Context: an optimization exercise on an open-source flow, tuned for small area. The choices shown serve that exercise and are no tape-out recipe. Where RTL was checked, it was by simulation tests only, not by an equivalence proof against the original. Power figures rest on the tool's default switching activity, not on a simulated workload.

Design diwall_top, start of the top module:
module diwall_top (
    input  logic        clk,
    input  logic        rst_n,
    input  logic [11:0] csr_addr,
    input  logic [31:0] csr_wdata,
    input  logic [63:0] hpm0,
    input  logic [63:0] hpm1,
    input  logic [63:0] hpm2,
    output logic [1:0]  alert,
    output logic        alert_jamming,
    output logic        detect_done,
    output logic        ewma_done,
    output logic        enable_detect,
    output logic [31:0] ewma_rssi
);
  logic armed;    
  logic en;       
  logic an;       
  logic dd;       
  logic init;     
  logic valid;    
  logic jam;      
  logic        v0, v1;      
  logic [30:2] rx;          
  logic        rs;          
  logic [30:0] q;           
  logic        qs;          
  logic        cy;          
  localparam int CUT = 17;
  wire csr_hit  = (csr_addr == 12'h320);
  wire arm_wr   = csr_hit & ~|csr_wdata;
  wire disarm_wr= csr_hit & &csr_wdata;
  wire busy     = en | an | (dd & init);    
  wire start    = armed & disarm_wr;
  wire ld_init  = start & ~init;
  wire ld_sum   = an & init;
  wire gt0 = (|hpm0[63:6]) | (&hpm0[5:3]);
  wire gt1 = (|hpm1[63:10]) | (hpm1[9] & (hpm1[8] | hpm1[7] |
             (hpm1[6] & (hpm1[5] | (hpm1[4] & (hpm1[3] | hpm1[2]))))));
  logic [30:0] op_r, op_a, op_b, s, c, h, g, sum;
  logic [31:0] k;
  always_comb begin
    op_r = {2'b00, rx[30:2]};
    op_a = {1'b0, q[30:1]};
    op_b = {2'b00, q[30:2]};
    s = op_r ^ op_a ^ op_b;
    c = {(op_r[29:0] & op_a[29:0]) | (op_r[29:0] & op_b[29:0]) | (op_a[29:0] & op_b[29:0]), 1'b0};
    h = s ^ c;
    g = s & c;
    k = '0;
    sum[0] = s[0];
    for (int i = 1; i < 31; i += 2) begin
      logic ci;
  ...
Size in the first run: about 410 cells after synthesis, ~72 flip-flops, about 280 I/O pins, ~0.0050 sq mm of cells after synthesis.
==> flow/config.mk <==
export PLATFORM = sky130hd
export DESIGN_NAME = diwall_top
export DESIGN_NICKNAME = diwall_top
export VERILOG_FILES = /design/flow/design.v
export SDC_FILE = /design/flow/constraint.sdc
export NUM_CORES = 4
export LEC_CHECK = 0
export CAP_MARGIN = 20
export CORE_MARGIN = 2
export CORE_UTILIZATION = 40
export SLEW_MARGIN = 20
==> flow/constraint.sdc <==
create_clock -name core_clock -period 5.0 [get_ports {clk}]
set_input_delay 1.0000 -clock core_clock [delete_from_list [all_inputs] [get_ports {clk}]]
set_output_delay 1.0000 -clock core_clock [all_outputs]
set_load 0.01 [all_outputs]
standard.sh (not shown) runs the stock make flow with config.mk's settings and CLKGATE_MAP_FILE= SYNTH_SCRIPT=/design/flow/synth_recipe.tcl, a recipe that flattens the netlist after the stock synthesis.
==> flow/flow/run.sh <==
#!/bin/bash
# The standard layout, with the smallest buffer (buf_1) on every input and
# output port, and a clock tree of small buffers without dummy loads.
set -euo pipefail
bash standard.sh BUFFER_PORTS_ARGS="-buffer_cell sky130_fd_sc_hd__buf_1" \
  CTS_ARGS="-sink_clustering_enable -repair_clock_nets -dont_use_dummy_load -buf_list sky130_fd_sc_hd__clkbuf_4 -sink_clustering_size 30 -sink_clustering_max_diameter 200" \
  finish > orfs_make.log 2>&1
The baseline finished clean.
Change:
==> flow/flow/run.sh (replaced) <==
#!/bin/bash
# The standard layout, with the smallest buffer (buf_1) on every input and
# output port, and a clock tree of small buffers without dummy loads.
set -euo pipefail
bash standard.sh BUFFER_PORTS_ARGS="-buffer_cell sky130_fd_sc_hd__buf_1" \
  CTS_ARGS="-sink_clustering_enable -repair_clock_nets -dont_use_dummy_load -buf_list sky130_fd_sc_hd__clkbuf_4" \
  finish > orfs_make.log 2>&1
--- a/flow/config.mk
+++ b/flow/config.mk
@@ -9,3 +9,3 @@
 export CORE_MARGIN = 2
-export CORE_UTILIZATION = 40
+export CORE_UTILIZATION = 65
 export SLEW_MARGIN = 20
The changed run went through all stages and came out clean. Clock power went down by a few percent. Final cell count went down by a little under a tenth. Register-to-register slack barely changes. Power went down slightly. Wire length went down by a little under a tenth. Clock-buffer cell count does not change. Critical path depth went up by 1. Via count went up by a few percent. Fmax went down slightly.

---

before:
Starting RTL as in the previous note.
clock: 5.0 ns
lec_check: 0
abc_area: 1
cap_margin: 20
core_margin: 2
core_utilization: 40
cts_buf_list: sky130_fd_sc_hd__clkbuf_4
slew_margin: 20
==> flow/flow/run.sh <==
#!/bin/bash
# The standard layout, with the smallest buffer (buf_1) on every input and
# output port instead of the one buffer_ports picks by default.
set -euo pipefail
bash standard.sh BUFFER_PORTS_ARGS="-buffer_cell sky130_fd_sc_hd__buf_1" finish > orfs_make.log 2>&1
--- input diff before..after ---
- removing ABC_AREA (formerly 1)
- removing CTS_BUF_LIST (formerly sky130_fd_sc_hd__clkbuf_4)
==> flow/run.sh (new file) <==
#!/bin/bash
# synth_recipe.tcl (not shown) runs the flow's synth.tcl, then flattens the netlist and writes it again
# the make line also repeats each setting of config.mk as NAME=value (left out here)
make -C /OpenROAD-flow-scripts/flow DESIGN_CONFIG=/design/flow/config.mk WORK_HOME=/design/flow/orfs CLKGATE_MAP_FILE= SYNTH_SCRIPT=/design/flow/synth_recipe.tcl finish
removed: flow/flow/run.sh
removed: flow/standard.sh
### Flow results
after -> before: worst hold slack flat
In the metrics for after and before, the one carrying the higher fraction of standard cell area in multi-input logic is before.
after: all stages complete, timing, DRC and antenna checks passed
after -> before: area taken by flip-flops and latches flat

---

Setup of v25:
Another version of the RTL of diwall_top (not shown whole).
Size in the first run: roughly 370 cells after synthesis.
Settings: LEC_CHECK=0, CAP_MARGIN=20, CORE_MARGIN=2, CORE_UTILIZATION=40, SLEW_MARGIN=20; clock period 5.0 ns.
==> flow/flow/run.sh <==
#!/bin/bash
# The standard layout, with the smallest buffer (buf_1) on every input and
# output port, and a clock tree of small buffers without dummy loads.
set -euo pipefail
bash standard.sh BUFFER_PORTS_ARGS="-buffer_cell sky130_fd_sc_hd__buf_1" \
  CTS_ARGS="-sink_clustering_enable -repair_clock_nets -dont_use_dummy_load -buf_list sky130_fd_sc_hd__clkbuf_4 -root_buf sky130_fd_sc_hd__clkbuf_8 -tree_buf sky130_fd_sc_hd__clkbuf_4" \
  finish > orfs_make.log 2>&1
Ran to the end and failed final checks on setup timing: v25.
> inputs changed (v25 -> v34)
-- flow/flow/run.sh --
<<< v25, line 6
  CTS_ARGS="-sink_clustering_enable -repair_clock_nets -dont_use_dummy_load -buf_list sky130_fd_sc_hd__clkbuf_4 -root_buf sky130_fd_sc_hd__clkbuf_8 -tree_buf sky130_fd_sc_hd__clkbuf_4" \
>>> v34, line 6
  CTS_ARGS="-sink_clustering_enable -repair_clock_nets -dont_use_dummy_load -buf_list \"sky130_fd_sc_hd__clkbuf_4 sky130_fd_sc_hd__clkbuf_8\"" \
[summary]
- v25 -> v34: synthesized cell area delta 0, exact match
- From v25 to v34, starting density of the core did not move at all.
- v25 and v34 ended up with nearly the same number of buffer cells added on primary ports.
- As far as I/O pin count goes, v34 and v25 are indistinguishable; the numbers are identical.
- v25 -> v34: mean instance size in the synthesized netlist delta 0, exact match
- v34 terminated abnormally: clock tree synthesis reported STA-0564.
- Half-perimeter wire length after detailed placement: v34 vs v25 identical
Modified inputs, v15 compared to v34
-- flow/flow/run.sh --
<<< v34, line 6
  CTS_ARGS="-sink_clustering_enable -repair_clock_nets -dont_use_dummy_load -buf_list \"sky130_fd_sc_hd__clkbuf_4 sky130_fd_sc_hd__clkbuf_8\"" \
>>> v15, line 6
  CTS_ARGS="-sink_clustering_enable -repair_clock_nets -dont_use_dummy_load -buf_list {sky130_fd_sc_hd__clkbuf_4 sky130_fd_sc_hd__clkbuf_8}" \
- | v15 | all stages done | FAIL | setup timing |
- Placed wire-length estimate after detailed placement came out exactly the same in v15 and v34.
- On sequential-to-total area share from yosys stat, v15 and v34 are neck and neck.
- Cell count after placement came out exactly the same in v15 and v34.
- Reported for v15 and v34, number of library cell types mapped by synthesis turned out identical to the last digit.
Function was not checked in any run of this note: the RTL went through the layout flow alone.

-- static timing again, ports no longer ideal --
How much do the figures lean on ideal ports? The routed layouts below were timed once more, with nothing changed but the port constraints. Step 1 assumes that a clkbuf_16 drives the clock port and a buf_2 every other input. Step 2 moves the port delays by t, midway between the first and last clock arrival at a register: inputs arrive t later, outputs are due t later. That takes back most of the time a late clock gives input paths. a / b / c = no drivers / after step 1 / after step 2; a / b = the first two.
| run | shift t [ns] | setup slack, ns | latest minus earliest clock arrival (ns) |
|---|---|---|---|
| the first run of note 1 | 0.449 | 1.153 / 1.153 / 1.153 | 0.024 / 0.024 |
| the second run of note 1 | 0.424 | 1.139 / 1.139 / 1.139 | 0.031 / 0.032 |
| before | 0.453 | 1.468 / 1.468 / 1.468 | 0.008 / 0.009 |
| after | 0.363 | 1.186 / 1.186 / 1.186 | 0.007 / 0.008 |
| v25 | 0.361 | -0.043 / -0.043 / -0.043 | 0.031 / 0.031 |
| v15 | 0.361 | -0.043 / -0.043 / -0.043 | 0.031 / 0.031 |
